What follows belongs to an exercise in optimizing a design on an open flow for small area and a short achievable clock period; a production flow would make more cautious choices. Function was checked by simulation only, so behaviour that the tests miss may differ from the original. Power figures rest on the tool's default switching activity, not on a simulated workload.

==> flow/design.v, too long to show whole: its modules and the start of the top module <==
// module rat_round: 3925 lines
module rat_round #(parameter WIDTH=32) (
        input clk,
        input rst,
        input [WIDTH-1:0] in_num,
        input [WIDTH-1:0] in_den,
        output wire [WIDTH-1:0] out_num,
        output wire [WIDTH-1:0] out_den,
        output wire rdy
    );
  // ...
==> flow/flow/run.sh <==
#!/bin/bash
# Own layout flow: the standard synthesis and layout (standard.sh), except
# that the input and output ports are buffered with buf_2 cells rather than the
# clkdlybuf4s50 delay buffer that buffer_ports picks by itself.
set -euo pipefail
cd "$(dirname "$(readlink -f "$0")")/.."
bash standard.sh synth > flow_synth.log 2>&1
bash standard.sh "BUFFER_PORTS_ARGS=-buffer_cell sky130_fd_sc_hd__buf_2" finish > flow_layout.log 2>&1
==> flow/standard.sh <==
#!/bin/bash
# synth_recipe.tcl (not shown) runs the flow's synth.tcl, then flattens the netlist and writes it again
# the make line also repeats each setting of config.mk as NAME=value (left out here)
make -C /OpenROAD-flow-scripts/flow DESIGN_CONFIG=/design/flow/config.mk WORK_HOME=/design/flow/orfs CLKGATE_MAP_FILE= SYNTH_SCRIPT=/design/flow/synth_recipe.tcl "${@:-finish}"
==> flow/config.mk <==
export PLATFORM = sky130hd
export DESIGN_NAME = rat_round
export DESIGN_NICKNAME = rat_round
export VERILOG_FILES = /design/flow/design.v
export SDC_FILE = /design/flow/constraint.sdc
export NUM_CORES = 4
export LEC_CHECK = 0
export ABC_AREA = 1
export CAP_MARGIN = 20
export CORE_MARGIN = 2
export CORE_UTILIZATION = 60
export CTS_BUF_LIST = sky130_fd_sc_hd__clkbuf_4 sky130_fd_sc_hd__clkbuf_8
export GPL_ROUTABILITY_DRIVEN = 0
export PLACE_DENSITY = 0.85
export SLEW_MARGIN = 80
==> flow/constraint.sdc <==
create_clock -name core_clock -period 72.0 [get_ports {clk}]
set_input_delay 14.4000 -clock core_clock [delete_from_list [all_inputs] [get_ports {clk}]]
set_output_delay 14.4000 -clock core_clock [all_outputs]
set_load 0.01 [all_outputs]
==> flow_summary.toml, run 1 <==
[final_layout]
seq_share = 0.126
fin_area_um2 = 40400
design.seq.count = 249
antenna-diode-count = 5
fillCellCount = 5092
clock_buffers = 61
buf_share = 0.0275

[route]
vias_per_cell = 5.65
dr_wl_met2_mm = 48.9
met1_length_mm = 39.5
drt-total-wl_mm = 101
postRouteAntennaNets = 0

[sta]
layout_min_cycle_time_ns = 25.69
clock_skew_ns = 0.0592
drv_slew = 0
holdWs_ns = 0.324
finalSetupTns_ns = 0
setup-violations-final = 0

[global_route]
grtUsageTotal = 0.315
grtUsageMet1 = 0.351
grt_max_degree = 51

[floorplanning]
initial_core_util = 0.607
coreArea_um2 = 60400
ioPinCount = 131

[power_and_ir_drop]
sequentialPowerShare = 0.127
clock_power_mw = 0.151
power_density_nw_per_um2 = 34.1
pg_comb_mw = 1.05

[yosys]
synth_mux_area_frac = 0.00109
syn_area_um2 = 36600
yosysMostFrequentCell = "nand2_1"
synthTopCellsByCount = "nand2_1, inv_1, nand3_1, ha_1, a21oi_1"
synth_compound_area_frac = 0.104

[flow_run]
drv_cap = 0

[cts]
cts_sinks = 249
cts_hold_buf = 0

[place]
dp.cells = 6437

[setup_path]
cp-start-kind = "input pin"
crit_start = "in_num[0]"
worstPathRequired_ns = 72.56

[run_status]
status = "no timing/DRC/antenna violations"
==> inputs of run 2 (changes only) <==
--- a/flow/design.v
+++ b/flow/design.v
@@ -144,31 +144,42 @@
     wire [5:0] p26;
     assign p26[0] = q26 ? (r26_e0 ~^ 1'b0) : x26[0];
     assign p26[1] = q26 ? (r26_e1 ~^ r26_g0) : x26[1];
     assign p26[2] = q26 ? (r26_e2 ~^ r26g_25) : x26[2];
     assign p26[3] = q26 ? (r26_e3 ~^ r26g_31) : x26[3];
     assign p26[4] = q26 ? (r26_e4 ~^ r26g_33) : x26[4];
     assign p26[5] = q26 ? (r26_e5 ~^ r26g_35) : x26[5];
     wire [31:26] qq26 = {qq27, q26};
-    wire [6:0] x25 = {p26, n0[25]};
-    wire r25_g0 = ~x25[0] & d0[0];
-    wire r25_e0 = ~(x25[0] ^ d0[0]);
-    wire r25_g1 = ~x25[1] & d0[1];
-    wire r25_e1 = ~(x25[1] ^ d0[1]);
-    wire r25_g2 = ~x25[2] & d0[2];
-    wire r25_e2 = ~(x25[2] ^ d0[2]);
-    wire r25_g3 = ~x25[3] & d0[3];
-    wire r25_e3 = ~(x25[3] ^ d0[3]);
-    wire r25_g4 = ~x25[4] & d0[4];
-    wire r25_e4 = ~(x25[4] ^ d0[4]);
-    wire r25_g5 = ~x25[5] & d0[5];
-    wire r25_e5 = ~(x25[5] ^ d0[5]);
-    wire r25_g6 = ~x25[6] & d0[6];
-    wire r25_e6 = ~(x25[6] ^ d0[6]);
+    reg [5:0] a_p;
+    reg [31:26] a_q;
+    reg [25:0] a_n;
+    reg [31:0] a_d;
+    always @(posedge clk) begin
+        a_p <= p26;
+        a_q <= qq26;
+        a_n <= n0[25:0];
+        a_d <= d0;
+    end
+    wire [31:0] a_nx = {6'b0, a_n};
+    wire [6:0] x25 = {a_p, a_nx[25]};
+    wire r25_g0 = ~x25[0] & a_d[0];
+    wire r25_e0 = ~(x25[0] ^ a_d[0]);
+    wire r25_g1 = ~x25[1] & a_d[1];
+    wire r25_e1 = ~(x25[1] ^ a_d[1]);
+    wire r25_g2 = ~x25[2] & a_d[2];
+    wire r25_e2 = ~(x25[2] ^ a_d[2]);
+    wire r25_g3 = ~x25[3] & a_d[3];
+    wire r25_e3 = ~(x25[3] ^ a_d[3]);
+    wire r25_g4 = ~x25[4] & a_d[4];
+    wire r25_e4 = ~(x25[4] ^ a_d[4]);
+    wire r25_g5 = ~x25[5] & a_d[5];
+    wire r25_e5 = ~(x25[5] ^ a_d[5]);
+    wire r25_g6 = ~x25[6] & a_d[6];
+    wire r25_e6 = ~(x25[6] ^ a_d[6]);
     wire r25g_39 = r25_g1 | (r25_e1 & r25_g0);
     wire r25p_40 = r25_e1 & r25_e0;
     wire r25g_41 = r25_g3 | (r25_e3 & r25_g2);
     wire r25p_42 = r25_e3 & r25_e2;
     wire r25g_43 = r25_g5 | (r25_e5 & r25_g4);
     wire r25p_44 = r25_e5 & r25_e4;
     wire r25g_45 = r25_g2 | (r25_e2 & r25g_39);
     wire r25p_46 = r25_e2 & r25p_40;
@@ -177,38 +188,27 @@
     wire r25g_49 = r25_g6 | (r25_e6 & r25g_43);
     wire r25p_50 = r25_e6 & r25p_44;
     wire r25g_51 = r25_g4 | (r25_e4 & r25g_47);
     wire r25p_52 = r25_e4 & r25p_48;
     wire r25g_53 = r25g_43 | (r25p_44 & r25g_47);
     wire r25p_54 = r25p_44 & r25p_48;
     wire r25g_55 = r25g_49 | (r25p_50 & r25g_47);
     wire r25p_56 = r25p_50 & r25p_48;
-    wire q25 = ~r25g_55 & ~|d0[31:7];
+    wire q25 = ~r25g_55 & ~|a_d[31:7];
     wire [6:0] p25;
     assign p25[0] = q25 ? (r25_e0 ~^ 1'b0) : x25[0];
     assign p25[1] = q25 ? (r25_e1 ~^ r25_g0) : x25[1];
     assign p25[2] = q25 ? (r25_e2 ~^ r25g_39) : x25[2];
     assign p25[3] = q25 ? (r25_e3 ~^ r25g_45) : x25[3];
     assign p25[4] = q25 ? (r25_e4 ~^ r25g_47) : x25[4];
     assign p25[5] = q25 ? (r25_e5 ~^ r25g_51) : x25[5];
     assign p25[6] = q25 ? (r25_e6 ~^ r25g_53) : x25[6];
-    wire [31:25] qq25 = {qq26, q25};
-    reg [6:0] a_p;
-    reg [31:25] a_q;
-    reg [24:0] a_n;
-    reg [31:0] a_d;
-    always @(posedge clk) begin
-        a_p <= p25;
-        a_q <= qq25;
-        a_n <= n0[24:0];
-        a_d <= d0;
-    end
-    wire [31:0] a_nx = {7'b0, a_n};
-    wire [7:0] x24 = {a_p, a_nx[24]};
+    wire [31:25] qq25 = {a_q, q25};
+    wire [7:0] x24 = {p25, a_nx[24]};
     wire r24_g0 = ~x24[0] & a_d[0];
     wire r24_e0 = ~(x24[0] ^ a_d[0]);
     wire r24_g1 = ~x24[1] & a_d[1];
     wire r24_e1 = ~(x24[1] ^ a_d[1]);
     wire r24_g2 = ~x24[2] & a_d[2];
     wire r24_e2 = ~(x24[2] ^ a_d[2]);
     wire r24_g3 = ~x24[3] & a_d[3];
     wire r24_e3 = ~(x24[3] ^ a_d[3]);
@@ -249,17 +249,17 @@
     assign p24[0] = q24 ? (r24_e0 ~^ 1'b0) : x24[0];
     assign p24[1] = q24 ? (r24_e1 ~^ r24_g0) : x24[1];
     assign p24[2] = q24 ? (r24_e2 ~^ r24g_57) : x24[2];
     assign p24[3] = q24 ? (r24_e3 ~^ r24g_65) : x24[3];
     assign p24[4] = q24 ? (r24_e4 ~^ r24g_67) : x24[4];
     assign p24[5] = q24 ? (r24_e5 ~^ r24g_73) : x24[5];
     assign p24[6] = q24 ? (r24_e6 ~^ r24g_75) : x24[6];
     assign p24[7] = q24 ? (r24_e7 ~^ r24g_77) : x24[7];
-    wire [31:24] qq24 = {a_q, q24};
+    wire [31:24] qq24 = {qq25, q24};
     wire [8:0] x23 = {p24, a_nx[23]};
     wire r23_g0 = ~x23[0] & a_d[0];
     wire r23_e0 = ~(x23[0] ^ a_d[0]);
     wire r23_g1 = ~x23[1] & a_d[1];
     wire r23_e1 = ~(x23[1] ^ a_d[1]);
     wire r23_g2 = ~x23[2] & a_d[2];
     wire r23_e2 = ~(x23[2] ^ a_d[2]);
     wire r23_g3 = ~x23[3] & a_d[3];
==> run 2 against run 1 <==
Compared with the run above:
- critical path type is now reg -> out
- register-to-register slack got worse by 0.22 ns
- synthesized cell count shrank 0.27%
- non-clock buffer count rose by 15
- largest power group unchanged
- routed wire length up 4.1%
- sequential share of layout area shrank 0.15 points
- clock-buffer cell count is 4 higher
==> flow_summary.toml, run 2 <==
[power_and_ir_drop]
power_density_nw_per_um2 = 33.9
power_frac_clock = 0.109
power.leakage_nw = 21.6
sw_frac_of_total = 0.522
netSwitchingPower_mw = 0.718
irDropWorstVdd_uv = 30.9
combPwrFrac = 0.764
sequentialPowerShare = 0.127
internal_power_mw = 0.658

[place]
hpwl_mm = 84.7
port_buffers = 98
postPlaceCellArea_um2 = 39100

[setup_path]
cp_num_buf_inv = 12
slowest_stage = "clkdlybuf4s50_1"
crit_family = "buffers and inverters"
crit_type = "reg -> out"
worstPathRequired_ns = 57.60
slowest_delay_ns = 0.55
cpMostUsedCell = "nand2_1"
path_max_fanout = 36
cp-start-kind = "flop"
critPathCaptureType = "output pin"
worst-endpoint-arrival_ns = 12.17

[yosys]
ys_seq_area_frac = 0.136
yosysMostFrequentCell = "nand2_1"
synthArstFlopShare = 0
synth_ff_type = "dfxtp_1"
synth_edf_count = 0
synthTopCellsByCount = "nand2_1, inv_1, nand3_1, ha_1, a21oi_1"
avgSynthCellArea_um2 = 6.57
yosys_warnings = 1
syn_area_um2 = 36600
synth_area_leader_cell = "ha_1"
ys_seq_elements = 248
synth_top_area_frac = 0.180
netlist_instances = 5568
ys_types = 68
ys_top_cells_by_area = "ha_1, nand2_1, dfxtp_1"

[final_layout]
layout_commonest_cell = "nand2_1"
reg_top3 = "a_d: 32 flops, b_d: 32 flops, c_d: 32 flops"
nets = 6429
fin_util = 0.672
drive_above_1_share = 0.113
layout_common_cells = "nand2_1, inv_1, nand3_1"
fillCellCount = 4943
area_growth_pct = 10.8
fin_area_um2 = 40500

[sta]
layout_min_cycle_time_ns = 26.57
max_freq_mhz = 37.6
clock_skew_ns = 0.0387
finalSetupTns_ns = 0
drv_slew = 0
holdWs_ns = 0.324
rsz0062_at_grt = "false"
setup-violations-final = 0
hold_viol = 0
period_share = 0.369

[global_route]
grt_pass1_wl_mm = 170
grtUsageTotal = 0.325
met3_usage = 0.0634
grt_max_degree = 46
grt_overflow = 0
grt.busiest_layer = "met2"
grt_pass1_vias = 35800
grtUsageMet1 = 0.395
antenna_found_initial = 3
grt.met2_usage = 0.556

[route]
drt-total-wl_mm = 105
drc = 0
vias_per_cell = 5.70
drt-initial-drc-count = 2855
num_vias = 37200
dr.pass1.iters = 8
postRouteAntennaNets = 0
post_drt_wl_per_cell_um = 16.1

[worst_hold_path]
hp-class = "reg -> reg"

[flow_run]
drv_cap = 0

[floorplanning]
die_area_um2 = 63000
die_y_um = 251
num_rows = 90
coreArea_um2 = 60400
ioPinCount = 131
initial_core_util = 0.606
die_x_um = 251

[cts]
path_clk_slew_ns = 0.06
cts-root-buf = "clkbuf_8"
cts_tree = "done"
cts_resized = 0
clock_latency_ns = 0.65
cts_buffers = 45
htreeDepth = 2
cts_setup_buffers = 0
cts_max_path_buffers = 3
cts_sinks = 248
cts_hold_buf = 0

[run_status]
status = "no timing/DRC/antenna violations"
## run 2: cell families (layout without fill, tap and decap cells)
logic type      Yosys count  in the layout  share of synthesized area
flops                   248            248                      0.136
mux                       4              4                    0.00109
fa+ha+maj               655            655                      0.250
other cells               2             34                   0.000205
compound gates          662            662                      0.101
simple gates           2741           2741                      0.333
xor+xnor                320            320                     0.0766
buf+inv                 936           1078                      0.102
## run 2: final timing paths
check | slack (ns) | endpoint | cells after the start | start
min | 0.32 | c_q[20]$_DFF_P_ | 0 | b_q[20]$_DFF_P_
min reg2reg | 0.32 | c_q[20]$_DFF_P_ | 0 | b_q[20]$_DFF_P_
max reg2reg | 47.29 | b_p[15]$_DFF_P_ | 158 | a_d[0]$_DFF_P_
max | 45.43 | out_num[24] | 64 | c_d[29]$_DFF_P_
## run 2: power groups by stage
stage                     Combinational [mW]  Clock (mW)  Sequential (mW)
after floorplan                        0.770           0            0.170
after global placement                 0.928           0            0.175
after detailed placement                1.02           0            0.176
after CTS                               1.02       0.151            0.173
after global routing                    1.20       0.157            0.175
final                                   1.05       0.150            0.174
## run 2: routing by layer
layer  vias to the layer above  part of all wire
li1                      18300                 -
met1                     17000              0.40
met2                      1467              0.46
met3                       373             0.091
met4                         0             0.049
met5                         -                 0
## run 2: final cells by class
| class | instances | area (µm²) | share of cell area |
|---|---|---|---|
| clock buffer | 65 | 832 | 0.0205 |
| antenna | 2 | 5.00 | 0.000123 |
| clock inverter | 14 | 156 | 0.00386 |
| multi-input combinational | 4414 | 29100 | 0.718 |
| sequential | 248 | 5050 | 0.125 |
| inverter | 814 | 3120 | 0.0769 |
| tap | 782 | 978 | 0.0241 |
| timing repair buffer | 185 | 1300 | 0.0320 |
## run 2: per-stage QoR
stage / std cells / power, mW / worst slack, ns
after global placement: 6380 / 1.10 / 43.09
final: 6524 / 1.38 / 45.43
after global routing: 6523 / 1.53 / 44.52
after CTS: 6515 / 1.35 / 46.04
after floorplan: 5598 / 0.940 / 49.39
after detailed placement: 6436 / 1.19 / 46.75
==> inputs of run 3 (changes only) <==
--- a/flow/config.mk
+++ b/flow/config.mk
@@ -9,7 +9,9 @@
 export CAP_MARGIN = 20
 export CORE_MARGIN = 2
 export CORE_UTILIZATION = 60
-export CTS_BUF_LIST = sky130_fd_sc_hd__clkbuf_4 sky130_fd_sc_hd__clkbuf_8
+export CTS_BUF_LIST = sky130_fd_sc_hd__clkbuf_16
+export CTS_CLUSTER_DIAMETER = 100
+export CTS_CLUSTER_SIZE = 22
 export GPL_ROUTABILITY_DRIVEN = 0
 export PLACE_DENSITY = 0.85
 export SLEW_MARGIN = 80
==> run 3 against run 2 <==
Compared with the run above:
- register-to-register slack improved by 0.22 ns
- clock skew is 0.011 ns lower
- critical path depth decreased by 3
- cell count decreased by 0.71%
- still clean
- final area decreased by 1.1%
- sequential power about the same
- highest routed layer unchanged
- fmax rose by 0.30%
==> flow_summary.toml, run 3 <==
[global_route]
grt_pass1_wl_mm = 167
grt_pass1_vias = 35300
grt_overflow = 0
grt_max_degree = 46
grtUsageTotal = 0.319
antenna_found_initial = 5

[yosys]
netlist_instances = 5568
ys_seq_area_frac = 0.136
synth_ff_type = "dfxtp_1"
synth_edf_count = 0
synth_top_area_frac = 0.180
yosysMostFrequentCell = "nand2_1"
synthArstFlopShare = 0
avgSynthCellArea_um2 = 6.57
ys_top_cells_by_area = "ha_1, nand2_1, dfxtp_1"
synthTopCellsByCount = "nand2_1, inv_1, nand3_1, ha_1, a21oi_1"
synth_area_leader_cell = "ha_1"
syn_area_um2 = 36600
ys_seq_elements = 248
yosys_warnings = 1
ys_types = 68

[route]
drc = 0
drt-initial-drc-count = 2652
postRouteAntennaNets = 0
num_vias = 36900
drt-total-wl_mm = 102
dr.pass1.iters = 6
vias_per_cell = 5.69
post_drt_wl_per_cell_um = 15.8

[setup_path]
worst-endpoint-arrival_ns = 12.09
path_max_fanout = 36
cp-start-kind = "flop"
slowest_stage = "clkdlybuf4s50_1"
critPathCaptureType = "output pin"
crit_family = "buffers and inverters"
slowest_delay_ns = 0.55
worstPathRequired_ns = 57.60
cpMostUsedCell = "nand2_1"
cp_num_buf_inv = 11
crit_type = "reg -> out"

[cts]
cts_resized = 0
cts_hold_buf = 0
path_clk_slew_ns = 0.09
htreeDepth = 1
cts_buffers = 17
clock_latency_ns = 0.54
cts_max_path_buffers = 3
cts_setup_buffers = 0
cts-root-buf = "clkbuf_16"
cts_tree = "done"
cts_sinks = 248

[worst_hold_path]
hp-class = "reg -> reg"

[place]
place_worst_setup_slack_ns = 46.75
hpwl_mm = 84.7
port_buffers = 98
dp.cells = 6436

[power_and_ir_drop]
irDropWorstVdd_uv = 31.0
total_power_mw = 1.33
power.leakage_nw = 21.4
power_density_nw_per_um2 = 33.1

[final_layout]
regArea_um2 = 5050
fillCellCount = 5044
fin_util = 0.664
multi_input_area_um2 = 29100
reg_top3 = "a_d: 32 flops, b_d: 32 flops, c_d: 32 flops"
drive_above_1_share = 0.105
stdcell_count = 6478
layout_common_cells = "nand2_1, inv_1, nand3_1"
nets = 6402
area_growth_pct = 9.59
layout_commonest_cell = "nand2_1"

[floorplanning]
die_area_um2 = 63000
ioPinCount = 131
coreArea_um2 = 60400
die_y_um = 251
num_rows = 90
die_x_um = 251
initial_core_util = 0.606

[sta]
clock_skew_ns = 0.0280
setup_slack_ns = 45.51
period_share = 0.368
setup-violations-final = 0
rsz0062_at_grt = "false"
finalSetupTns_ns = 0
hold_viol = 0
layout_min_cycle_time_ns = 26.49
drv_slew = 0
max_freq_mhz = 37.7

[run_status]
status = "no timing/DRC/antenna violations"

[flow_run]
drv_cap = 0
-- run 3: cell count changes in the layout (fill, tap and decap cells not counted), sizes merged --
cell / delta
clkinvlp: -2
bufinv: -2
diode: +2
clkbuf: -48
inv: +9
buf: +1
clkinv: -6
-- run 3: area by class of cell --
cell class / count / share of cell area
multi-input cells: 4414 / 0.726
flip-flops and latches: 248 / 0.126
inverters: 814 / 0.0777
repair buffers: 186 / 0.0326
well taps: 782 / 0.0244
clock buffers: 17 / 0.0106
clock inverters: 13 / 0.00240
diodes: 4 / 0.000250
-- run 3: per-stage QoR --
stage / cell area (µm²) / hold WS (ns)
final: 40100 / 0.321
after global routing: 40100 / 0.339
after CTS: 39600 / 0.323
after detailed placement: 39100 / 0.312
after global placement: 37700 / 0.310
after floorplan: 36700 / 0.310
-- run 3: final timing paths --
path	from	endpoint	slack [ns]	cells past startpoint
max	c_d[29]$_DFF_P_	out_num[12]	45.51	61
min	b_q[26]$_DFF_P_	c_q[26]$_DFF_P_	0.32	0
max reg2reg	a_d[0]$_DFF_P_	b_p[15]$_DFF_P_	47.51	162
min reg2reg	b_q[26]$_DFF_P_	c_q[26]$_DFF_P_	0.32	0
-- run 3: logic make-up (layout without fill, tap and decap cells) --
logic type / after synthesis / in the layout / share of synthesized area
AO/OA/AOI/OAI: 662 / 662 / 0.101
XOR/XNOR: 320 / 320 / 0.0766
flip-flops: 248 / 248 / 0.136
other: 2 / 36 / 0.000205
buffers and inverters: 936 / 1030 / 0.102
multiplexers: 4 / 4 / 0.00109
AND/OR/NAND/NOR: 2741 / 2741 / 0.333
adder cells (fa/ha/maj): 655 / 655 / 0.250
-- run 3: where the power goes --
group	switching [mW]	total [mW]	internal, mW
combinational	0.630	1.05	0.421
sequential	0.0195	0.174	0.154
clock	0.0559	0.101	0.0453
-- run 3: routing by layer --
metal / part of all wire / global-route usage / vias up
met5: 0 / 0 / -
met4: 0.045 / 0.130 / 0
met3: 0.087 / 0.0523 / 329
met2: 0.46 / 0.550 / 1453
met1: 0.41 / 0.395 / 16800
li1: - / - / 18300
==> inputs of run 4 (changes only) <==
--- a/flow/config.mk
+++ b/flow/config.mk
@@ -14,4 +14,4 @@
 export CTS_CLUSTER_SIZE = 22
 export GPL_ROUTABILITY_DRIVEN = 0
 export PLACE_DENSITY = 0.85
-export SLEW_MARGIN = 80
+export SLEW_MARGIN = 60
==> run 4 against run 3 <==
Compared with the run above:
- die area unchanged
- area after synthesis unchanged
- worst setup slack worse by 0.63 ns
- routed wire length down 2.8%
- global-route usage down 0.67 points
- largest power group unchanged
==> flow_summary.toml, run 4 <==
[global_route]
grt_pass1_vias = 34200
grt_max_degree = 50
grt_overflow = 0
grt_pass1_wl_mm = 163
grtUsageTotal = 0.312
antenna_found_initial = 4

[route]
vias_per_cell = 5.62
drt-total-wl_mm = 99.5
drt-initial-drc-count = 2457
num_vias = 36000
dr.pass1.iters = 6
drc = 0
post_drt_wl_per_cell_um = 15.5
postRouteAntennaNets = 0

[sta]
period_share = 0.377
worst_pin_slew_ns = 0.602
maxSlewHeadroom = 0.594
finalSetupTns_ns = 0
setup-violations-final = 0
clock_skew_ns = 0.0251
layout_min_cycle_time_ns = 27.12
hold_viol = 0
drv_slew = 0
max_freq_mhz = 36.9
rsz0062_at_grt = "false"

[yosys]
netlist_instances = 5568
synthArstFlopShare = 0
syn_area_um2 = 36600
synth_ff_type = "dfxtp_1"
yosys_warnings = 1
synth_area_leader_cell = "ha_1"
synthTopCellsByCount = "nand2_1, inv_1, nand3_1, ha_1, a21oi_1"
synth_edf_count = 0
yosysMostFrequentCell = "nand2_1"
ys_types = 68
synth_top_area_frac = 0.180
ys_seq_elements = 248
ys_seq_area_frac = 0.136
ys_top_cells_by_area = "ha_1, nand2_1, dfxtp_1"
avgSynthCellArea_um2 = 6.57

[place]
port_buffers = 98
hpwl_mm = 82.8

[cts]
clock_latency_ns = 0.53
htreeDepth = 1
path_clk_slew_ns = 0.09
cts_buffers = 17
cts_resized = 0
cts_max_path_buffers = 3
cts_hold_buf = 0
cts-root-buf = "clkbuf_16"
cts_sinks = 248
cts_setup_buffers = 0
cts_tree = "done"

[setup_path]
slowest_stage = "inv_1"
cpMostUsedCell = "nand2_1"
slowest_delay_ns = 0.50
cp-start-kind = "flop"
worstPathRequired_ns = 72.47
worst-endpoint-arrival_ns = 27.59
critPathCaptureType = "flop"
crit_type = "reg -> reg"
path_max_fanout = 26

[floorplanning]
die_x_um = 251
ioPinCount = 131
initial_core_util = 0.606
coreArea_um2 = 60400
die_y_um = 251
die_area_um2 = 63000
num_rows = 90

[run_status]
status = "no timing/DRC/antenna violations"

[power_and_ir_drop]
total_power_mw = 1.26
power.leakage_nw = 20.9
irDropWorstVdd_uv = 45.4
power_density_nw_per_um2 = 32.9

[flow_run]
drv_cap = 0

[final_layout]
layout_common_cells = "nand2_1, inv_1, nand3_1"
drive_above_1_share = 0.0688
area_growth_pct = 4.92
layout_commonest_cell = "nand2_1"
nets = 6341
reg_top3 = "a_d: 32 flops, b_d: 32 flops, c_d: 32 flops"

[worst_hold_path]
hp-class = "reg -> reg"
==> run 4: cell counts after synthesis <==
No cell type changed its count.
==> run 4: kinds of logic (layout without fill, tap and decap cells) <==
family,after synthesis,count (layout),share of synthesized area
other,2,34,0.000205
multiplexers,4,4,0.00109
XOR/XNOR,320,320,0.0766
adder cells (fa/ha/maj),655,655,0.250
AO/OA/AOI/OAI,662,662,0.101
flip-flops,248,248,0.136
buffers and inverters,936,964,0.102
AND/OR/NAND/NOR,2741,2741,0.333
==> run 4: area by class of cell <==
type | instances | area [µm²]
Timing Repair Buffer | 125 | 691
Inverter | 814 | 3060
Multi-Input combinational cell | 4414 | 28100
Sequential cell | 248 | 4980
Clock inverter | 8 | 104
Antenna cell | 2 | 5.00
Clock buffer | 17 | 425
Tap cell | 782 | 978
Fill cell | 5360 | 22000
==> run 4: worst max-delay path: cells and delay by family (launching register included) <==
| family | cells | cell delay (ns) |
|---|---|---|
| buffers and inverters | 17 | 3.65 |
| adder cells (fa/ha/maj) | 15 | 4.90 |
| AO/OA/AOI/OAI | 28 | 5.19 |
| AND/OR/NAND/NOR | 105 | 12.82 |
| flip-flops | 1 | 0.44 |
==> run 4: worst paths after layout <==
check                  startpoint              end  slack (ns)  depth (start not counted)
setup / recovery   a_d[0]$_DFF_P_  b_p[12]$_DFF_P_       44.88                        165
hold / removal    b_q[24]$_DFF_P_  c_q[24]$_DFF_P_        0.32                          0
setup reg to reg   a_d[0]$_DFF_P_  b_p[12]$_DFF_P_       44.88                        165
hold reg to reg   b_q[24]$_DFF_P_  c_q[24]$_DFF_P_        0.32                          0
==> run 4: metal layers <==
layer  track usage  up-vias  wire (µm)
met5             0        -         13
met4         0.126        2       4330
met3        0.0533      304       8290
met2         0.537     1278      45400
met1         0.386    16300      41500
li1              -    18100          -
==> run 4: power breakdown <==
group / total (mW) / switching (mW) / leakage [nW] / internal (mW)
Clock: 0.104 / 0.0551 / 0.263 / 0.0487
Sequential: 0.173 / 0.0191 / 2.07 / 0.154
Combinational: 0.986 / 0.601 / 18.5 / 0.385
==> run 4: per-stage QoR <==
| step | setup WS (ns) | cells | util | hold WS [ns] | cell area [µm²] |
|---|---|---|---|---|---|
| 2_1_floorplan | 49.39 | 5598 | - | 0.310 | 36700 |
| 3_3_place_gp | 43.09 | 6380 | 0.624 | 0.310 | 37700 |
| 3_5_place_dp | 44.97 | 6383 | 0.626 | 0.312 | 37800 |
| 4_1_cts | 44.86 | 6408 | 0.635 | 0.321 | 38300 |
| 5_1_grt | 42.20 | 6409 | 0.636 | 0.329 | 38400 |
| 6_report | 44.88 | 6410 | 0.636 | 0.321 | 38400 |
==> inputs of run 5 (changes only) <==
--- a/flow/config.mk
+++ b/flow/config.mk
@@ -14,4 +14,4 @@
 export CTS_CLUSTER_SIZE = 22
 export GPL_ROUTABILITY_DRIVEN = 0
 export PLACE_DENSITY = 0.85
-export SLEW_MARGIN = 60
+export SLEW_MARGIN = 75
==> run 5 against run 4 <==
Compared with the run above:
- still clean
- power up 2.1%
- synthesized cell count unchanged
- final area up 1.7%
- clock skew up 0.0011 ns
- global-route usage up 0.49 points
- sequential cell count unchanged
- largest cell class unchanged
==> flow_summary.toml, run 5 <==
[final_layout]
area_growth_pct = 6.72
layout_commonest_cell = "nand2_1"
layout_common_cells = "nand2_1, inv_1, nand3_1"
drive_above_1_share = 0.0815
nets = 6364
fin_util = 0.647
reg_top3 = "a_d: 32 flops, b_d: 32 flops, c_d: 32 flops"
stdcell_count = 6437

[flow_run]
drv_cap = 0

[setup_path]
slowest_delay_ns = 0.59
critPathCaptureType = "flop"
crit_family = "simple AND/OR/NAND/NOR gates"
crit_type = "reg -> reg"
cp_num_buf_inv = 16
slowest_stage = "clkdlybuf4s50_1"
path_max_fanout = 26
cpMostUsedCell = "nand2_1"
cp-start-kind = "flop"
worst-endpoint-arrival_ns = 26.04
worstPathRequired_ns = 72.43

[floorplanning]
die_x_um = 251
die_area_um2 = 63000
coreArea_um2 = 60400
initial_core_util = 0.606
num_rows = 90
die_y_um = 251
ioPinCount = 131

[yosys]
synth_ff_type = "dfxtp_1"
ys_seq_elements = 248
yosys_warnings = 1
netlist_instances = 5568
synthTopCellsByCount = "nand2_1, inv_1, nand3_1, ha_1, a21oi_1"
synth_area_leader_cell = "ha_1"
ys_top_cells_by_area = "ha_1, nand2_1, dfxtp_1"
ys_types = 68
synth_top_area_frac = 0.180
ys_seq_area_frac = 0.136
yosysMostFrequentCell = "nand2_1"
synthArstFlopShare = 0
synth_edf_count = 0
syn_area_um2 = 36600
avgSynthCellArea_um2 = 6.57

[global_route]
grt_overflow = 0
grt_pass1_wl_mm = 166
grt_pass1_vias = 34900
grt_max_degree = 50
grtUsageTotal = 0.317
antenna_found_initial = 3

[route]
drt-initial-drc-count = 2869
drc = 0
post_drt_wl_per_cell_um = 15.8
postRouteAntennaNets = 0
drt-total-wl_mm = 101
dr.pass1.iters = 7
num_vias = 36600
vias_per_cell = 5.69

[power_and_ir_drop]
power.leakage_nw = 21.1
internal_power_mw = 0.603
sw_frac_of_total = 0.533
combPwrFrac = 0.784
total_power_mw = 1.29
irDropWorstVdd_uv = 32.0
sequentialPowerShare = 0.135
power_density_nw_per_um2 = 33.0
netSwitchingPower_mw = 0.687
power_frac_clock = 0.081

[worst_hold_path]
hp-class = "reg -> reg"

[sta]
layout_min_cycle_time_ns = 25.61
holdWs_ns = 0.319
finalSetupTns_ns = 0
max_freq_mhz = 39.0
hold_viol = 0
setup-violations-final = 0
period_share = 0.356
clock_skew_ns = 0.0262
drv_slew = 0
rsz0062_at_grt = "false"

[place]
dp.cells = 6404
hpwl_mm = 83.5
port_buffers = 98

[cts]
path_clk_slew_ns = 0.10
cts_buffers = 17
cts_max_path_buffers = 3
cts_resized = 0
cts_hold_buf = 0
cts_tree = "done"
cts_sinks = 248
cts_setup_buffers = 0
clock_latency_ns = 0.54
cts-root-buf = "clkbuf_16"
htreeDepth = 1

[run_status]
status = "no timing/DRC/antenna violations"
==> run 5: logic make-up (layout without fill, tap and decap cells) <==
| family | Yosys count | count (layout) | synth area share |
|---|---|---|---|
| flip-flops | 248 | 248 | 0.136 |
| AND/OR/NAND/NOR | 2741 | 2741 | 0.333 |
| buffers and inverters | 936 | 991 | 0.102 |
| adder cells (fa/ha/maj) | 655 | 655 | 0.250 |
| AO/OA/AOI/OAI | 662 | 662 | 0.101 |
| multiplexers | 4 | 4 | 0.00109 |
| XOR/XNOR | 320 | 320 | 0.0766 |
| other | 2 | 34 | 0.000205 |
==> run 5: path summary, 6_finish.rpt <==
kind,endpoint,start,slack [ns],cells after the start
max,b_p[15]$_DFF_P_,a_d[0]$_DFF_P_,46.39,165
min,c_n[1]$_DFF_P_,b_n[1]$_DFF_P_,0.32,0
max reg2reg,b_p[15]$_DFF_P_,a_d[0]$_DFF_P_,46.39,165
min reg2reg,c_n[1]$_DFF_P_,b_n[1]$_DFF_P_,0.32,0
==> run 5: area by class of cell <==
class,count,area [µm²]
diodes,2,5.00
well taps,782,978
flip-flops and latches,248,5040
clock inverters,12,123
fillers,5262,21300
inverters,814,3080
multi-input cells,4414,28500
repair buffers,148,900
clock buffers,17,425
==> run 5: stage by stage <==
| stage | area [µm²] | worst slack (ns) |
|---|---|---|
| detailed placement | 38300 | 46.76 |
| global route | 39000 | 44.03 |
| global placement | 37700 | 43.09 |
| CTS | 38900 | 46.42 |
| finish | 39000 | 46.39 |
| floorplan | 36700 | 49.39 |
==> run 5: power by group through the flow <==
stage	combinational, mW	clock [mW]	sequential [mW]
global placement	0.928	0	0.175
finish	1.01	0.105	0.174
detailed placement	0.991	0	0.176
global route	1.16	0.110	0.175
CTS	0.997	0.105	0.173
floorplan	0.770	0	0.170
==> run 5: routing by layer <==
layer	track usage	wire length [µm]	up-vias
met5	0	0	-
met2	0.546	46700	1453
met3	0.0473	8860	312
met4	0.130	4420	0
met1	0.396	41500	16700
li1	-	-	18200
==> inputs of run 6 (changes only) <==
--- a/flow/config.mk
+++ b/flow/config.mk
@@ -6,7 +6,7 @@
 export NUM_CORES = 4
 export LEC_CHECK = 0
 export ABC_AREA = 1
-export CAP_MARGIN = 20
+export CAP_MARGIN = 0
 export CORE_MARGIN = 2
 export CORE_UTILIZATION = 60
 export CTS_BUF_LIST = sky130_fd_sc_hd__clkbuf_16
@@ -14,4 +14,4 @@
 export CTS_CLUSTER_SIZE = 22
 export GPL_ROUTABILITY_DRIVEN = 0
 export PLACE_DENSITY = 0.85
-export SLEW_MARGIN = 75
+export SLEW_MARGIN = 70
==> run 6 against run 5 <==
Compared with the run above:
- first-iteration DRC count is 11% lower
- sequential cell count stayed put
- register-to-register slack worse by 0.08 ns
==> flow_summary.toml, run 6 <==
[yosys]
synth_compound_area_frac = 0.101
avgSynthCellArea_um2 = 6.57
synth_area_leader_cell = "ha_1"
synth_fa_ha_area_frac = 0.250
yosysMostFrequentCell = "nand2_1"
synthTopCellsByCount = "nand2_1, inv_1, nand3_1, ha_1, a21oi_1"
ys_seq_area_frac = 0.136
ys_top_cells_by_area = "ha_1, nand2_1, dfxtp_1"
yosys_warnings = 1
netlist_instances = 5568
synth_top_family_by_area = "simple AND/OR/NAND/NOR gates"
synth-simple-area-share = 0.333
synth_top_area_frac = 0.180
ys_seq_elements = 248
synthArstFlopShare = 0
synth_edf_count = 0
syn_area_um2 = 36600
synthXorXnorAreaFrac = 0.0766
synth_ff_type = "dfxtp_1"
ys_types = 68
synth_mux_area_frac = 0.00109

[run_status]
status = "no timing/DRC/antenna violations"

[setup_path]
critPathCaptureType = "flop"
reg2regPathDepth = 170
slowest_delay_ns = 0.44
worst-endpoint-arrival_ns = 26.13
worstReg2RegEnd = "b_p[15]$_DFF_P_"
crit_start = "a_d[0]$_DFF_P_"
setup.worst_path.end = "b_p[15]$_DFF_P_"
cp_num_cells = 170
cpMostUsedCell = "nand2_1"
crit_type = "reg -> reg"
rrSetupSlack_ns = 46.31
path_max_fanout = 26
crit_family = "simple AND/OR/NAND/NOR gates"
cp_num_buf_inv = 16
worstPathRequired_ns = 72.44
slowest_stage = "dfxtp_2"
worstReg2RegStart = "a_d[0]$_DFF_P_"
cp-start-kind = "flop"

[global_route]
grt_overflow = 0
grt_pass1_wl_mm = 163
grt_max_degree = 50
antenna_found_initial = 5
grtUsageTotal = 0.312
grt_pass1_vias = 34200

[sta]
rsz0062_at_grt = "false"
setup-violations-final = 0
drv_slew = 0
max_freq_mhz = 38.9
hold_viol = 0
period_share = 0.357
clock_skew_ns = 0.0415
setup_slack_ns = 46.31
layout_min_cycle_time_ns = 25.69
finalSetupTns_ns = 0

[floorplanning]
die_x_um = 251
die_y_um = 251
ioPinCount = 131
die_area_um2 = 63000
num_rows = 90
coreArea_um2 = 60400
initial_core_util = 0.606

[power_and_ir_drop]
total_power_mw = 1.28
power.leakage_nw = 20.9
irDropWorstVdd_uv = 35.2
power_density_nw_per_um2 = 33.0

[final_layout]
reg_top3 = "a_d: 32 flops, b_d: 32 flops, c_d: 32 flops"
drive_above_1_share = 0.0761
area_growth_pct = 5.67
layout_common_cells = "nand2_1, inv_1, nand3_1"
layout_commonest_cell = "nand2_1"
fillCellCount = 5322
nets = 6350

[worst_hold_path]
hold_depth = 0
hp-class = "reg -> reg"

[place]
hpwl_mm = 83.0
place_worst_setup_slack_ns = 46.36
port_buffers = 98

[route]
dr.pass1.iters = 6
drt-initial-drc-count = 2547
drt-total-wl_mm = 100
post_drt_wl_per_cell_um = 15.6
num_vias = 36100
vias_per_cell = 5.62
drc = 0
postRouteAntennaNets = 0

[flow_run]
drv_cap = 0

[cts]
cts_buffers = 17
htreeDepth = 1
path_clk_slew_ns = 0.10
cts-root-buf = "clkbuf_16"
cts_sinks = 248
cts_max_path_buffers = 3
cts_tree = "done"
cts_hold_buf = 0
cts_resized = 0
cts_setup_buffers = 0
clock_latency_ns = 0.55
==> run 6: cell counts after synthesis <==
No cell type changed its count.
==> run 6: power breakdown <==
part / switching [mW] / total [mW] / leakage [nW] / internal, mW
combinational: 0.607 / 1.00 / 18.6 / 0.394
sequential: 0.0192 / 0.174 / 2.07 / 0.154
clock: 0.0556 / 0.101 / 0.261 / 0.0452
==> run 6: through the flow <==
| step | util | cells | instance area (µm²) | hold slack, ns |
|---|---|---|---|---|
| after floorplan | - | 5598 | 36700 | 0.310 |
| after global placement | 0.624 | 6380 | 37700 | 0.310 |
| after detailed placement | 0.629 | 6388 | 38000 | 0.312 |
| after CTS | 0.638 | 6415 | 38500 | 0.321 |
| after global routing | 0.640 | 6421 | 38700 | 0.330 |
| final | 0.641 | 6424 | 38700 | 0.316 |
==> run 6: metal layers <==
layer / global-route usage / routed length (µm) / vias to the layer above
met5: 0 / 0 / -
met4: 0.124 / 4120 / 0
met3: 0.0548 / 8660 / 296
met2: 0.539 / 45800 / 1320
met1: 0.386 / 41300 / 16400
li1: - / - / 18100
==> run 6: how the worst min path moves through the flow <==
stage	startpoint	end	slack, ns
6_report	a_q[26]$_DFF_P_	b_q[26]$_DFF_P_	0.32
5_1_grt	b_q[24]$_DFF_P_	c_q[24]$_DFF_P_	0.33
4_1_cts	b_q[24]$_DFF_P_	c_q[24]$_DFF_P_	0.32
3_5_place_dp	b_q[20]$_DFF_P_	c_q[20]$_DFF_P_	0.31
3_3_place_gp	b_q[19]$_DFF_P_	c_q[19]$_DFF_P_	0.31
2_1_floorplan	a_n[0]$_DFF_P_	b_n[0]$_DFF_P_	0.31
==> run 6: logic make-up (layout without fill, tap and decap cells) <==
family | count (synthesis) | in the layout
simple gates | 2741 | 2741
buf+inv | 936 | 975
compound gates | 662 | 662
fa+ha+maj | 655 | 655
xor+xnor | 320 | 320
flops | 248 | 248
mux | 4 | 4
other cells | 2 | 37
==> run 6: area by class of cell <==
cell class	instances	area [µm²]	share of cell area
flip-flops and latches	248	5010	0.130
repair buffers	134	763	0.0197
diodes	5	12.5	0.000324
clock buffers	17	425	0.0110
inverters	814	3070	0.0793
clock inverters	10	87.6	0.00227
well taps	782	978	0.0253
multi-input cells	4414	28300	0.732
==> inputs of run 7 (changes only) <==
--- a/flow/config.mk
+++ b/flow/config.mk
@@ -6,12 +6,12 @@
 export NUM_CORES = 4
 export LEC_CHECK = 0
 export ABC_AREA = 1
-export CAP_MARGIN = 0
+export CAP_MARGIN = 20
 export CORE_MARGIN = 2
 export CORE_UTILIZATION = 60
 export CTS_BUF_LIST = sky130_fd_sc_hd__clkbuf_16
 export CTS_CLUSTER_DIAMETER = 100
 export CTS_CLUSTER_SIZE = 22
 export GPL_ROUTABILITY_DRIVEN = 0
-export PLACE_DENSITY = 0.85
+export PLACE_DENSITY = 0.65
 export SLEW_MARGIN = 70
==> run 7 against run 6 <==
Compared with the run above:
- cell count increased by 0.17%
- area after synthesis stayed put
- register-to-register slack got worse by 0.42 ns
- sequential share of layout area about the same
- utilization is essentially flat
- sequential power is essentially flat
- non-clock buffer count up 5
- global-route usage rose by 1.3 points
- largest cell class unchanged
- highest routed layer is now met5
- critical endpoint is now out_num[22]
- hold slack improved by 0.012 ns
- still clean
==> flow_summary.toml, run 7 <==
[route]
num_vias = 35100
drt-initial-drc-count = 1791
vias_per_cell = 5.45
postRouteAntennaNets = 0
dr.pass1.iters = 6
drc = 0
post_drt_wl_per_cell_um = 15.8
drt-total-wl_mm = 102

[yosys]
synth_top_area_frac = 0.180
synthTopCellsByCount = "nand2_1, inv_1, nand3_1, ha_1, a21oi_1"
ys_seq_area_frac = 0.136
ys_seq_elements = 248
ys_types = 68
synth_area_leader_cell = "ha_1"
ys_top_cells_by_area = "ha_1, nand2_1, dfxtp_1"
syn_area_um2 = 36600
yosysMostFrequentCell = "nand2_1"
avgSynthCellArea_um2 = 6.57
yosys_warnings = 1
netlist_instances = 5568
synth_ff_type = "dfxtp_1"
synth_edf_count = 0
synthArstFlopShare = 0

[sta]
holdWs_ns = 0.328
layout_min_cycle_time_ns = 26.20
finalSetupTns_ns = 0
hold_viol = 0
rsz0062_at_grt = "false"
max_freq_mhz = 38.2
clock_skew_ns = 0.0240
period_share = 0.364
setup-violations-final = 0
drv_slew = 0
setup_slack_ns = 45.80

[floorplanning]
die_y_um = 251
coreArea_um2 = 60400
ioPinCount = 131
initial_core_util = 0.606
die_x_um = 251
die_area_um2 = 63000
num_rows = 90

[place]
place_worst_setup_slack_ns = 45.55
postPlaceCellArea_um2 = 38000
port_buffers = 98
dp.cells = 6391
hpwl_mm = 86.8

[final_layout]
stdcell_count = 6435
fin_area_um2 = 38600
layout_common_cells = "nand2_1, inv_1, nand3_1"
nets = 6355
fin_util = 0.640
reg_top3 = "a_d: 32 flops, b_d: 32 flops, c_d: 32 flops"
area_growth_pct = 5.62
drive_above_1_share = 0.0743
layout_commonest_cell = "nand2_1"

[setup_path]
slowest_delay_ns = 0.51
slowest_stage = "dfxtp_1"
worst-endpoint-arrival_ns = 11.80
rrSetupSlack_ns = 45.89
crit_start = "c_n[2]$_DFF_P_"
cp-start-kind = "flop"
critPathCaptureType = "output pin"
cpMostUsedCell = "nand2_1"
worstReg2RegEnd = "b_p[5]$_DFF_P_"
worstReg2RegStart = "a_d[0]$_DFF_P_"
path_max_fanout = 49
worstPathRequired_ns = 57.60
crit_type = "reg -> out"
reg2regPathDepth = 156

[power_and_ir_drop]
sw_frac_of_total = 0.534
sequentialPowerShare = 0.139
power.leakage_nw = 21.0
combPwrFrac = 0.781
irDropWorstVdd_uv = 36.6
power_frac_clock = 0.080
total_power_mw = 1.25
internal_power_mw = 0.585
netSwitchingPower_mw = 0.670
power_density_nw_per_um2 = 32.5

[global_route]
grt_pass1_wl_mm = 167
antenna_found_initial = 15
grt_max_degree = 50
grtUsageTotal = 0.325
grt_pass1_vias = 34100
grt_overflow = 0

[cts]
path_clk_slew_ns = 0.08
cts_buffers = 17
cts-root-buf = "clkbuf_16"
clock_latency_ns = 0.55
cts_resized = 0
cts_sinks = 248
cts_hold_buf = 0
cts_setup_buffers = 0
cts_tree = "done"
htreeDepth = 1
cts_max_path_buffers = 3

[worst_hold_path]
hold_start = "a_n[10]$_DFF_P_"
worstHoldEndpoint = "b_n[10]$_DFF_P_"
hp-class = "reg -> reg"
hold_depth = 0

[flow_run]
drv_cap = 0

[run_status]
status = "no timing/DRC/antenna violations"
[run 7: cell counts after synthesis]
Identical to the previous run, type by type.
[run 7: worst max-delay path by stage]
stage	end	slack (ns)	cells past startpoint
4_1_cts	b_p[5]$_DFF_P_	45.50	160
3_3_place_gp	b_p[5]$_DFF_P_	41.24	155
5_1_grt	b_p[5]$_DFF_P_	43.01	160
6_report	out_num[22]	45.80	68
3_5_place_dp	b_p[5]$_DFF_P_	45.55	160
2_1_floorplan	out_num[1]	49.39	61
[run 7: kinds of logic after synthesis]
family,Yosys count,synth area share
xor+xnor,320,0.0766
fa+ha+maj,655,0.250
mux,4,0.00109
flops,248,0.136
buf+inv,936,0.102
other cells,2,0.000205
simple gates,2741,0.333
compound gates,662,0.101
[run 7: critical path, delay by kind of cell (launching register included)]
family                     cells  cell delay, ns
AOI/OAI and AO/OA              7            1.22
DFF                            1            0.51
and+or+nand+nor               47            5.60
adders and majority gates      5            1.79
buffers and inverters          9            1.99
[run 7: layer usage]
| metal | share of wire | GRT usage |
|---|---|---|
| met1 | 0.40 | 0.364 |
| met2 | 0.49 | 0.597 |
| met3 | 0.041 | 0.0329 |
| met4 | 0.063 | 0.191 |
| met5 | 0.00021 | 0 |
[run 7: layout make-up]
type,instances,area (µm²)
Timing Repair Buffer,139,822
Antenna cell,12,30.0
Sequential cell,248,5020
Clock inverter,9,83.8
Clock buffer,17,425
Multi-Input combinational cell,4414,28200
Fill cell,5802,21700
Inverter,814,3060
Tap cell,782,978
[run 7: power groups by stage]
stage	Combinational, mW	Sequential [mW]	Clock, mW
final	0.979	0.175	0.100
after global routing	1.14	0.177	0.106
after CTS	0.979	0.175	0.102
after detailed placement	0.975	0.178	0
after global placement	0.954	0.178	0
after floorplan	0.770	0.170	0
==> inputs of run 8 (changes only) <==
--- a/flow/config.mk
+++ b/flow/config.mk
@@ -13,5 +13,5 @@
 export CTS_CLUSTER_DIAMETER = 100
 export CTS_CLUSTER_SIZE = 22
 export GPL_ROUTABILITY_DRIVEN = 0
-export PLACE_DENSITY = 0.65
+export PLACE_DENSITY = 0.8
 export SLEW_MARGIN = 70
==> run 8 against run 7 <==
Compared with the run above:
- clock power increased by 11%
- final area up 0.39%
- global-route usage down 0.95 points
==> flow_summary.toml, run 8 <==
[run_status]
status = "no timing/DRC/antenna violations"

[final_layout]
stdcell_count = 6427
layout_commonest_cell = "nand2_1"
reg_top3 = "a_d: 32 flops, b_d: 32 flops, c_d: 32 flops"
layout_common_cells = "nand2_1, inv_1, nand3_1"
multi_input_area_um2 = 28300
drive_above_1_share = 0.0750
area_growth_pct = 6.03
regArea_um2 = 5010
nets = 6354
fin_util = 0.643
fin_area_um2 = 38800
fillCellCount = 5502

[power_and_ir_drop]
combPwrFrac = 0.779
power_frac_clock = 0.086
netSwitchingPower_mw = 0.682
sw_frac_of_total = 0.532
internal_power_mw = 0.599
power_density_nw_per_um2 = 33.0
power.leakage_nw = 21.0
sequentialPowerShare = 0.135
total_power_mw = 1.28
irDropWorstVdd_uv = 33.3

[route]
num_vias = 35900
drt-total-wl_mm = 101
drc = 0
dr.pass1.iters = 6
post_drt_wl_per_cell_um = 15.7
vias_per_cell = 5.59
met1_length_mm = 43.1
highest_layer = "met5"
drt-initial-drc-count = 2570
postRouteAntennaNets = 0
routed-wl-met3_mm = 7.74
dr_wl_met2_mm = 46.0

[global_route]
grt_pass1_wl_mm = 165
grt_overflow = 0
grtUsageTotal = 0.315
grt_pass1_vias = 33900
antenna_found_initial = 6
grt_max_degree = 50

[yosys]
synth_edf_count = 0
yosysMostFrequentCell = "nand2_1"
ys_top_cells_by_area = "ha_1, nand2_1, dfxtp_1"
synth_area_leader_cell = "ha_1"
synthArstFlopShare = 0
synthTopCellsByCount = "nand2_1, inv_1, nand3_1, ha_1, a21oi_1"
yosys_warnings = 1
synth_ff_type = "dfxtp_1"
netlist_instances = 5568
ys_seq_area_frac = 0.136
synth_top_area_frac = 0.180
avgSynthCellArea_um2 = 6.57
ys_seq_elements = 248
syn_area_um2 = 36600
ys_types = 68

[sta]
clock_skew_ns = 0.0449
max_freq_mhz = 38.6
period_share = 0.360
layout_min_cycle_time_ns = 25.91
finalSetupTns_ns = 0
rsz0062_at_grt = "false"
holdWs_ns = 0.322
setup-violations-final = 0
drv_slew = 0
hold_viol = 0
setup_slack_ns = 46.09

[floorplanning]
ioPinCount = 131
die_x_um = 251
coreArea_um2 = 60400
die_area_um2 = 63000
die_y_um = 251
initial_core_util = 0.606
num_rows = 90

[cts]
cts_max_path_buffers = 3
cts_tree = "done"
cts_sinks = 248
cts_resized = 0
cts_buffers = 18
htreeDepth = 1
cts_hold_buf = 0
cts_setup_buffers = 0
clock_latency_ns = 0.56
cts-root-buf = "clkbuf_16"
path_clk_slew_ns = 0.09

[place]
dp.cells = 6389
place_worst_setup_slack_ns = 46.47
hpwl_mm = 83.9
postPlaceCellArea_um2 = 38000
port_buffers = 98

[worst_hold_path]
hp-class = "reg -> reg"

[setup_path]
rrSetupSlack_ns = 46.09
cp-start-kind = "flop"
crit_type = "reg -> reg"
cp_num_buf_inv = 17
slowest_delay_ns = 0.45
worstPathRequired_ns = 72.46
path_max_fanout = 26
worst-endpoint-arrival_ns = 26.37
cpMostUsedCell = "nand2_1"
critPathCaptureType = "flop"
crit_family = "simple AND/OR/NAND/NOR gates"
slowest_stage = "dfxtp_2"

[flow_run]
drv_cap = 0
## run 8: cell counts after synthesis
Identical to the previous run, type by type.
## run 8: worst register-to-register path, delay by kind of cell (launching register included)
kind / cells / cell delay, ns
flip-flops: 1 / 0.45
buffers and inverters: 17 / 3.35
AO/OA/AOI/OAI: 27 / 4.99
AND/OR/NAND/NOR: 106 / 12.15
adder cells (fa/ha/maj): 15 / 4.84
## run 8: path summary, 6_finish.rpt
kind | from | end | cells past startpoint
hold reg to reg | a_q[28]$_DFF_P_ | b_q[28]$_DFF_P_ | 0
setup / recovery | a_d[0]$_DFF_P_ | b_p[16]$_DFF_P_ | 165
hold / removal | a_q[28]$_DFF_P_ | b_q[28]$_DFF_P_ | 0
setup reg to reg | a_d[0]$_DFF_P_ | b_p[16]$_DFF_P_ | 165
## run 8: cell type report
type	count	area share
well taps	782	0.0252
clock inverters	11	0.00364
clock buffers	18	0.0116
flip-flops and latches	248	0.129
inverters	814	0.0791
diodes	3	0.000194
repair buffers	137	0.0214
multi-input cells	4414	0.730
## run 8: kinds of logic (layout without fill, tap and decap cells)
kind of cell               after synthesis  count (layout)  synth area share
adders and majority gates              655             655             0.250
muxes                                    4               4           0.00109
AOI/OAI and AO/OA                      662             662             0.101
buffers and inverters                  936             980             0.102
and+or+nand+nor                       2741            2741             0.333
xor gates and xnor gates               320             320            0.0766
other                                    2              35          0.000205
DFF                                    248             248             0.136
## run 8: per-layer routing
metal / up-vias / track usage
met5: - / 0
met4: 2 / 0.115
met3: 213 / 0.0407
met2: 1215 / 0.540
met1: 16400 / 0.406
li1: 18200 / -
## run 8: power by group through the flow
stage | registers, mW | clock network, mW | logic [mW]
2_1_floorplan | 0.170 | 0 | 0.770
3_3_place_gp | 0.175 | 0 | 0.937
3_5_place_dp | 0.176 | 0 | 0.976
4_1_cts | 0.172 | 0.112 | 0.981
5_1_grt | 0.174 | 0.116 | 1.15
6_report | 0.173 | 0.111 | 0.998
==> inputs of run 9 (changes only) <==
--- a/flow/config.mk
+++ b/flow/config.mk
@@ -13,5 +13,5 @@
 export CTS_CLUSTER_DIAMETER = 100
 export CTS_CLUSTER_SIZE = 22
 export GPL_ROUTABILITY_DRIVEN = 0
-export PLACE_DENSITY = 0.8
+export PLACE_DENSITY = 0.85
 export SLEW_MARGIN = 70
==> run 9 against run 8 <==
Compared with the run above:
- fmax grew 0.84%
- global-route usage shrank 0.33 points
- routed wire length is 0.70% lower
- via count increased by 0.51%
- critical path depth up 5
- largest power group unchanged
- combinational power hardly changed
==> flow_summary.toml, run 9 <==
[worst_hold_path]
hp-class = "reg -> reg"
hold_depth = 0

[cts]
cts_tree = "done"
cts_setup_buffers = 0
cts_sinks = 248
cts_hold_buf = 0
cts_buffers = 17
htreeDepth = 1
clock_latency_ns = 0.55
cts_max_path_buffers = 3
cts_resized = 0
cts-root-buf = "clkbuf_16"
path_clk_slew_ns = 0.10

[setup_path]
cpMostUsedCell = "nand2_1"
slowest_delay_ns = 0.44
worstPathRequired_ns = 72.44
worst-endpoint-arrival_ns = 26.13
reg2regPathDepth = 170
critPathCaptureType = "flop"
cp-start-kind = "flop"
crit_type = "reg -> reg"
slowest_stage = "dfxtp_2"
path_max_fanout = 26

[yosys]
yosysMostFrequentCell = "nand2_1"
synthTopCellsByCount = "nand2_1, inv_1, nand3_1, ha_1, a21oi_1"
synth-simple-area-share = 0.333
ys_types = 68
syn_area_um2 = 36600
synthXorXnorAreaFrac = 0.0766
synth_fa_ha_area_frac = 0.250
synth_edf_count = 0
synth_area_leader_cell = "ha_1"
netlist_instances = 5568
ys_seq_elements = 248
synthArstFlopShare = 0
synth_top_area_frac = 0.180
synth_mux_area_frac = 0.00109
yosys_warnings = 1
synth_compound_area_frac = 0.101
ys_top_cells_by_area = "ha_1, nand2_1, dfxtp_1"
synth_ff_type = "dfxtp_1"
synth_top_family_by_area = "simple AND/OR/NAND/NOR gates"
ys_seq_area_frac = 0.136
avgSynthCellArea_um2 = 6.57

[global_route]
grtUsageTotal = 0.312
antenna_found_initial = 5
grt_pass1_wl_mm = 163
grt_overflow = 0
grt_pass1_vias = 34200
grt_max_degree = 50

[final_layout]
layout_common_cells = "nand2_1, inv_1, nand3_1"
area_growth_pct = 5.67
nets = 6350
regArea_um2 = 5010
reg_top3 = "a_d: 32 flops, b_d: 32 flops, c_d: 32 flops"
fillCellCount = 5322
multi_input_area_um2 = 28300
layout_commonest_cell = "nand2_1"
drive_above_1_share = 0.0761

[power_and_ir_drop]
power_density_nw_per_um2 = 33.0
sw_frac_of_total = 0.535
internal_power_mw = 0.593
power_frac_clock = 0.079
power.leakage_nw = 20.9
irDropWorstVdd_uv = 35.2
sequentialPowerShare = 0.136
netSwitchingPower_mw = 0.682
combPwrFrac = 0.785

[sta]
drv_slew = 0
finalSetupTns_ns = 0
max_freq_mhz = 38.9
clock_skew_ns = 0.0415
rsz0062_at_grt = "false"
setup_slack_ns = 46.31
hold_viol = 0
layout_min_cycle_time_ns = 25.69
setup-violations-final = 0
period_share = 0.357

[route]
vias_per_cell = 5.62
postRouteAntennaNets = 0
post_drt_wl_per_cell_um = 15.6
drt-total-wl_mm = 100
num_vias = 36100
drt-initial-drc-count = 2547
dr.pass1.iters = 6
drc = 0

[floorplanning]
ioPinCount = 131
initial_core_util = 0.606
coreArea_um2 = 60400
die_x_um = 251
die_area_um2 = 63000
die_y_um = 251
num_rows = 90

[place]
place_worst_setup_slack_ns = 46.36
port_buffers = 98
hpwl_mm = 83.0

[run_status]
status = "no timing/DRC/antenna violations"

[flow_run]
drv_cap = 0
## run 9: final cells by class
cell class,instances,area share
diodes,5,0.000324
clock buffers,17,0.0110
clock inverters,10,0.00227
inverters,814,0.0793
multi-input cells,4414,0.732
flip-flops and latches,248,0.130
well taps,782,0.0253
repair buffers,134,0.0197
## run 9: stage by stage
| stage | total power, mW | hold WS, ns | utilization | instances | cell area [µm²] |
|---|---|---|---|---|---|
| after floorplan | 0.940 | 0.310 | - | 5598 | 36700 |
| after global placement | 1.10 | 0.310 | 0.624 | 6380 | 37700 |
| after detailed placement | 1.15 | 0.312 | 0.629 | 6388 | 38000 |
| after CTS | 1.26 | 0.321 | 0.638 | 6415 | 38500 |
| after global routing | 1.43 | 0.330 | 0.640 | 6421 | 38700 |
| final | 1.28 | 0.316 | 0.641 | 6424 | 38700 |
## run 9: cells by family after synthesis
family                   count (synthesis)
AO/OA/AOI/OAI                          662
multiplexers                             4
other                                    2
AND/OR/NAND/NOR                       2741
adder cells (fa/ha/maj)                655
flip-flops                             248
XOR/XNOR                               320
buffers and inverters                  936
## run 9: worst max-delay path: cells and delay by family, from the launching register on
family	cells	cell delay (ns)
and+or+nand+nor	110	12.37
AOI/OAI and AO/OA	28	4.93
adders and majority gates	15	4.85
buffers and inverters	16	2.73
DFF	1	0.44
xor gates and xnor gates	1	0.16
## run 9: final timing paths
path                        start               to  slack, ns
setup / recovery   a_d[0]$_DFF_P_  b_p[15]$_DFF_P_      46.31
hold / removal    a_q[26]$_DFF_P_  b_q[26]$_DFF_P_       0.32
setup reg to reg   a_d[0]$_DFF_P_  b_p[15]$_DFF_P_      46.31
hold reg to reg   a_q[26]$_DFF_P_  b_q[26]$_DFF_P_       0.32
## run 9: layer usage
layer,wire (µm),track usage,vias to the layer above
li1,-,-,18100
met1,41300,0.386,16400
met2,45800,0.539,1320
met3,8660,0.0548,296
met4,4120,0.124,0
met5,0,0,-
## run 9: power groups by stage
stage | combinational (mW) | clock [mW] | sequential (mW)
6_report | 1.00 | 0.101 | 0.174
5_1_grt | 1.15 | 0.106 | 0.175
4_1_cts | 0.981 | 0.101 | 0.173
3_5_place_dp | 0.976 | 0 | 0.176
3_3_place_gp | 0.928 | 0 | 0.175
2_1_floorplan | 0.770 | 0 | 0.170
==> inputs of run 10 (changes only) <==
--- a/flow/config.mk
+++ b/flow/config.mk
@@ -13,5 +13,5 @@
 export CTS_CLUSTER_DIAMETER = 100
 export CTS_CLUSTER_SIZE = 22
 export GPL_ROUTABILITY_DRIVEN = 0
-export PLACE_DENSITY = 0.85
+export PLACE_DENSITY = 0.75
 export SLEW_MARGIN = 70
==> run 10 against run 9 <==
Compared with the run above:
- largest power group unchanged
- routed wire length decreased by 1.5%
- power decreased by 1.5%
- die area unchanged
- critical path type is now reg -> out
- fmax decreased by 1.6%
- combinational power about the same
==> flow_summary.toml, run 10 <==
[floorplanning]
die_area_um2 = 63000
coreArea_um2 = 60400
die_x_um = 251
die_y_um = 251
ioPinCount = 131
initial_core_util = 0.606
num_rows = 90

[route]
post_drt_wl_per_cell_um = 15.3
drt-total-wl_mm = 98.4
postRouteAntennaNets = 0
vias_per_cell = 5.51
num_vias = 35300
dr.pass1.iters = 6
drt-initial-drc-count = 2013
drc = 0

[cts]
cts_buffers = 16
cts_max_path_buffers = 3
cts_tree = "done"
cts_sinks = 248
clock_latency_ns = 0.53
cts_setup_buffers = 0
cts-root-buf = "clkbuf_16"
cts_resized = 0
htreeDepth = 1
cts_hold_buf = 0
path_clk_slew_ns = 0.08

[yosys]
ys_types = 68
synth_ff_type = "dfxtp_1"
syn_area_um2 = 36600
yosysMostFrequentCell = "nand2_1"
ys_seq_elements = 248
synth_area_leader_cell = "ha_1"
ys_seq_area_frac = 0.136
synthTopCellsByCount = "nand2_1, inv_1, nand3_1, ha_1, a21oi_1"
synth_edf_count = 0
yosys_warnings = 1
avgSynthCellArea_um2 = 6.57
netlist_instances = 5568
synth_top_area_frac = 0.180
synthArstFlopShare = 0
ys_top_cells_by_area = "ha_1, nand2_1, dfxtp_1"

[sta]
clock_skew_ns = 0.0205
period_share = 0.362
setup_slack_ns = 45.90
drv_slew = 0
hold_viol = 0
holdWs_ns = 0.332
finalSetupTns_ns = 0
rsz0062_at_grt = "false"
layout_min_cycle_time_ns = 26.10
max_freq_mhz = 38.3
setup-violations-final = 0

[global_route]
grt_overflow = 0
grt_pass1_wl_mm = 162
grt_pass1_vias = 33900
antenna_found_initial = 7
grt_max_degree = 50
grtUsageTotal = 0.312

[worst_hold_path]
hold_depth = 0
hp-class = "reg -> reg"

[final_layout]
regArea_um2 = 5010
area_growth_pct = 5.66
fillCellCount = 5686
layout_common_cells = "nand2_1, inv_1, nand3_1"
nets = 6351
reg_top3 = "a_d: 32 flops, b_d: 32 flops, c_d: 32 flops"
layout_commonest_cell = "nand2_1"
fin_util = 0.640
multi_input_area_um2 = 28300
drive_above_1_share = 0.0760

[power_and_ir_drop]
total_power_mw = 1.26
combPwrFrac = 0.787
internal_power_mw = 0.589
netSwitchingPower_mw = 0.667
irDropWorstVdd_uv = 41.2
sw_frac_of_total = 0.531
power_frac_clock = 0.075
sequentialPowerShare = 0.138
power.leakage_nw = 20.9
power_density_nw_per_um2 = 32.5

[setup_path]
slowest_delay_ns = 0.47
path_max_fanout = 44
cp_num_buf_inv = 9
worstPathRequired_ns = 57.60
cpMostUsedCell = "nand2_1"
cp-start-kind = "flop"
slowest_stage = "dfxtp_1"
reg2regPathDepth = 166
crit_type = "reg -> out"
crit_family = "simple AND/OR/NAND/NOR gates"
worst-endpoint-arrival_ns = 11.70
critPathCaptureType = "output pin"
cp_num_cells = 69

[flow_run]
drv_cap = 0

[place]
place_worst_setup_slack_ns = 46.11
hpwl_mm = 84.0
port_buffers = 98

[run_status]
status = "no timing/DRC/antenna violations"
run 10: worst paths after layout:
| check | from | endpoint | slack, ns |
|---|---|---|---|
| worst max register to register | a_n[25]$_DFF_P_ | b_p[3]$_DFF_P_ | 46.52 |
| worst min register to register | b_q[30]$_DFF_P_ | c_q[30]$_DFF_P_ | 0.33 |
| worst min-delay path | b_q[30]$_DFF_P_ | c_q[30]$_DFF_P_ | 0.33 |
| worst max-delay path | c_d[0]$_DFF_P_ | out_num[27] | 45.90 |
run 10: kinds of logic after synthesis:
family,synth area share
adders and majority gates,0.250
AOI/OAI and AO/OA,0.101
DFF,0.136
other,0.000205
buffers and inverters,0.102
and+or+nand+nor,0.333
xor gates and xnor gates,0.0766
muxes,0.00109
run 10: area by class of cell:
type	instances	share of cell area
Clock buffer	17	0.0110
Antenna cell	2	0.000129
Sequential cell	248	0.130
Multi-Input combinational cell	4414	0.732
Inverter	814	0.0792
Clock inverter	6	0.00139
Tap cell	782	0.0253
Timing Repair Buffer	136	0.0212
run 10: per-layer routing:
layer | vias to the layer above | global-route usage | part of all wire
li1 | 18100 | - | -
met1 | 16100 | 0.374 | 0.41
met2 | 893 | 0.566 | 0.48
met3 | 230 | 0.0430 | 0.066
met4 | 4 | 0.113 | 0.038
met5 | - | 0 | 0.00027
run 10: metrics by stage:
step                cells  instance area, µm²
finish               6419               38700
CTS                  6412               38500
floorplan            5598               36700
global placement     6384               37700
detailed placement   6389               38000
global route         6418               38700
run 10: power groups by stage:
| stage | clock, mW | sequential [mW] | combinational [mW] |
|---|---|---|---|
| floorplan | 0 | 0.170 | 0.770 |
| global placement | 0 | 0.176 | 0.939 |
| detailed placement | 0 | 0.176 | 0.971 |
| CTS | 0.0970 | 0.173 | 0.977 |
| global route | 0.102 | 0.175 | 1.13 |
| finish | 0.0948 | 0.173 | 0.988 |

-- port drivers added, routing unchanged --
The flow's constraints put no driver on any port. The routed layouts listed below were extracted and timed again, unchanged, in two steps.
Step 1 assumes that a clkbuf_16 drives the clock port and a buf_2 every other input.
Step 2 moves the port delays by t, midway between the first and last clock arrival at a register: inputs arrive t later, outputs are due t later. That takes back most of the time a late clock gives input paths.
Three values: ideal, step 1, step 2; two values: the first two.
| run | t, ns | slack for setup (ns) | worst setup path at the end |
|---|---|---|---|
| run 1 | 0.665 | 46.307 / 46.338 / 45.672 | input to register |
| run 2 | 0.685 | 45.429 / 45.378 / 46.064 | register to output |
| run 3 | 0.588 | 45.508 / 45.449 / 46.037 | register to output |
| run 4 | 0.578 | 44.883 / 44.883 / 44.883 | register to register |
| run 5 | 0.585 | 46.390 / 46.390 / 46.390 | register to register |
| run 6 | 0.585 | 46.308 / 46.308 / 46.308 | register to register |
| run 7 | 0.603 | 45.801 / 45.737 / 45.885 | register to register |
| run 8 | 0.595 | 46.091 / 46.091 / 46.091 | register to register |
| run 9 | 0.585 | 46.308 / 46.308 / 46.308 | register to register |
| run 10 | 0.580 | 45.903 / 45.840 / 46.420 | register to output |
After both steps every run listed still meets setup and hold. The setup slack of run 1, which loses most, moves by +0.031 ns with the drivers and by -0.635 ns with both steps.
